Background: an optimization exercise with open tools, aiming at small area, a short achievable clock period and few clock cycles per item. Do not read the settings as production practice.
Function was checked by simulation only, so behaviour that the tests miss may differ from the original.
Power figures rest on the tool's default switching activity, not on a simulated workload.

==> v27 <==
==> flow/design.v (excerpt) <==
module mat_mul #
    (
        parameter integer DIM_LOG = 2,
        parameter integer DIM = 2**DIM_LOG,
        parameter integer SIZE = DIM*DIM,
        parameter integer SIZE_LOG = 2*DIM_LOG,
        parameter integer DATA_WIDTH = 32
    )
    (
        input wire  s00_axi_aclk,
        input wire  s00_axi_aresetn,
        output wire  s00_axis_tready,
        input wire [DATA_WIDTH-1 : 0] s00_axis_tdata,
        input wire  s00_axis_tlast,
        input wire  s00_axis_tvalid,
        output wire  m00_axis_tvalid,
        output wire [DATA_WIDTH-1 : 0] m00_axis_tdata,
        output wire [(DATA_WIDTH/8)-1 : 0] m00_axis_tstrb,
        output wire  m00_axis_tlast,
        input wire  m00_axis_tready,
        input wire sel,
        input wire start
    );
==> flow/config.mk <==
export PLATFORM = sky130hd
export DESIGN_NAME = mat_mul
export DESIGN_NICKNAME = mat_mul
export VERILOG_FILES = /design/flow/design.v
export SDC_FILE = /design/flow/constraint.sdc
export NUM_CORES = 4
export LEC_CHECK = 0
export CAP_MARGIN = 20
export CORE_MARGIN = 2
export CORE_UTILIZATION = 40
export CTS_BUF_LIST = sky130_fd_sc_hd__clkbuf_8
export PLACE_DENSITY = 0.6
export SLEW_MARGIN = 20
==> flow/constraint.sdc <==
create_clock -name core_clock -period 10.0 [get_ports {s00_axi_aclk}]
set_input_delay 2.0000 -clock core_clock [delete_from_list [all_inputs] [get_ports {s00_axi_aclk}]]
set_output_delay 2.0000 -clock core_clock [all_outputs]
set_load 0.01 [all_outputs]
standard.sh (not shown) runs the stock make flow with config.mk's settings and CLKGATE_MAP_FILE= SYNTH_SCRIPT=/design/flow/synth_recipe.tcl, a recipe that flattens the netlist after the stock synthesis.
==> flow/flow/run.sh <==
#!/bin/bash
# Standard layout (the standard.sh, unchanged synthesis) with timing repair
# aimed below the 10 ns clock: repair_timing works until the setup slack
# reaches SETUP_SLACK_MARGIN, so the layout gets faster than the clock asks.
set -euo pipefail
export SETUP_SLACK_MARGIN=6.3
bash standard.sh > standard_make.log 2>&1
==> v15: changes against v27 <==
==> flow/flow/run.sh (replaced) <==
#!/bin/bash
# Standard layout (the standard.sh, unchanged synthesis) with timing repair
# aimed below the 10 ns clock: repair_timing works until the setup slack
# reaches SETUP_SLACK_MARGIN, so the layout gets faster than the clock asks.
set -euo pipefail
export SETUP_SLACK_MARGIN=6
bash standard.sh > standard_make.log 2>&1
Settings changed: CTS_BUF_LIST sky130_fd_sc_hd__clkbuf_8 to sky130_fd_sc_hd__clkbuf_16, CTS_CLUSTER_DIAMETER from default to 60, CTS_CLUSTER_SIZE from default to 16.
==> summary of the runs <==
- Between v27 and v15, the lower design area is in v15 (gap 3.5%, measured against v15).
- Between v27 and v15, the lower critical path depth is in v15 (gap 1).
- Of v15 and v27, v27 has the higher register-to-register slack (gap 0.06 ns).
- Global-route usage: v15 is lower than v27 (1.3 points).
- Sequential power is about the same in v27 and v15.
- In area after synthesis, v15 and v27 do not differ.
==> figures <==
Status: v15 finished clean; v27 finished clean
Total global-route track usage: v15 21.0%; v27 22.3%
Timing-limited maximum frequency: v15 0.250 GHz; v27 0.253 GHz
Placer Congestion: v15 0.870; v27 0.864
Average wire length per cell after detail routing: v15 26.4 microns; v27 26.9 microns
Internal portion of total power: v15 0.0267 W; v27 0.0280 W
Via count of the first global-routing pass: v15 64,217; v27 68,059
Layout buffer count excluding clock buffers: v15 445; v27 601
Endpoint required time on the critical path: v15 10.51 ns; v27 10.72 ns
Total length of routed met2 wires: v15 141 mm; v27 149 mm
Number of nets at the end of the flow: v15 8,549; v27 8,891
Power attributed to the clock group: v15 0.00698 W; v27 0.00742 W
ANT cells: v15 1; v27 4
Testbench counts of v27, summed over its fixed seeds: cycles 6,512, jobs 192.
Testbench counts of v15, summed over its fixed seeds: cycles 6,512, jobs 192.


==> inputs of job 7528 <==
mat_mul, a different RTL version from the one above (not shown whole).
clock: 10.0 ns
lec_check: 0
cap_margin: 20
core_margin: 2
core_utilization: 50
cts_buf_list: sky130_fd_sc_hd__clkbuf_16
cts_cluster_diameter: 70
cts_cluster_size: 22
place_density: 0.65
slew_margin: 20
==> flow/flow/run.sh <==
#!/bin/bash
# Standard layout (the standard.sh, unchanged synthesis) with timing repair
# aimed below the 10 ns clock: repair_timing works until the setup slack
# reaches SETUP_SLACK_MARGIN, so the layout gets faster than the clock asks.
set -euo pipefail
export SETUP_SLACK_MARGIN=6.5
bash standard.sh > standard_make.log 2>&1
==> inputs of job 4245, as changes to job 7528 <==
--- a/flow/flow/run.sh
+++ b/flow/flow/run.sh
@@ -5,3 +5,3 @@
 set -euo pipefail
-export SETUP_SLACK_MARGIN=6.5
+export SETUP_SLACK_MARGIN=6.3
 bash standard.sh > standard_make.log 2>&1
- CORE_UTILIZATION: 50 -> 40
- PLACE_DENSITY: 0.65 -> 0.6
==> inputs of job 9473, as changes to job 7528 <==
--- a/flow/flow/run.sh
+++ b/flow/flow/run.sh
@@ -5,3 +5,3 @@
 set -euo pipefail
-export SETUP_SLACK_MARGIN=6.5
+export SETUP_SLACK_MARGIN=6.3
 bash standard.sh > standard_make.log 2>&1
==> impl_results.md <==
- Row cnt: about 180
- Antenna violations before repair: 10
- R2r startpoint: xs0[20]
- Buf/Inv on CP: 1
- Run status: no timing/DRC/antenna violations
- GRT Total Usage: between 20% and 30%
- R2r setup slk: 6490 ps
- Die area: about 230,000 µm²
- Vias/cell: about 6.0
- Nonclk inv count: 470
- Clk slew on worst S/H paths: around 80 ps
- Post-route insts no fill: 11,000
- Final WS setup: 6390 ps
# the run above: job 7528

==> impl_results.md <==
- Run status: no timing/DRC/antenna violations
- R2r setup slk: 6320 ps
- Clk slew on worst S/H paths: 80 ps
- Post-route insts no fill: between 10,000 and 15,000
- Die area: roughly 300,000 µm²
- Nonclk inv count: between 400 and 500
- Antenna violations before repair: 7
- GRT Total Usage: 20.9%
# the run above: job 4245

==> impl_results.md <==
- Die area: 234,000 µm²
- GRT Total Usage: 25.3%
- Vias/cell: between 5 and 6
- Antenna violations before repair: 8
- Final WS setup: ~6300 ps
- Run status: no timing/DRC/antenna violations
- R2r startpoint: xs1[22]
- Nonclk inv count: 469
- Row cnt: 176
- R2r setup slk: roughly 6300 ps
# the run above: job 9473

Testbench counts of job 7528, summed over its fixed seeds: cycles 6,512, jobs 192.
Testbench counts of job 4245, summed over its fixed seeds: cycles 6,512, jobs 192.
Testbench counts of job 9473, summed over its fixed seeds: cycles 6,512, jobs 192.

-- afterwards: timing with drivers on the ports --
The results above use ideal ports. As a check the final layouts listed here were re-extracted and re-timed, cells and wires unchanged. Step 1 sets driving cells, clkbuf_16 on the clock port and buf_2 on the other inputs (assumed; they add their load-dependent delay and slew). Step 2 also shifts input and output timing later by t, the mid clock arrival at the registers, as if the neighbouring blocks saw the same clock. a / b / c = no drivers / after step 1 / after step 2; a / b = the first two.
| run | shift t [ns] | slack for setup (ns) | worst hold slack (ns) | pins driven straight from the clock port |
|---|---|---|---|---|
| v27 | 1.089 | 6.049 / 6.049 / 5.524 | 0.423 / 0.423 / 0.423 | 1 |
| v15 | 0.935 | 5.993 / 5.993 / 5.549 | 0.420 / 0.420 / 0.420 | 1 |
| job 7528 | 0.905 | 6.392 / 6.301 / 6.003 | 0.424 / 0.424 / 0.424 | 1 |
| job 4245 | 0.930 | 6.291 / 6.202 / 5.947 | 0.423 / 0.423 / 0.423 | 1 |
| job 9473 | 0.938 | 6.324 / 6.282 / 6.001 | 0.426 / 0.426 / 0.426 | 1 |
After both steps every run listed still meets setup and hold. For v27, which loses most, drivers alone change the setup slack by 0.000 ns; drivers and shift together by -0.525 ns.
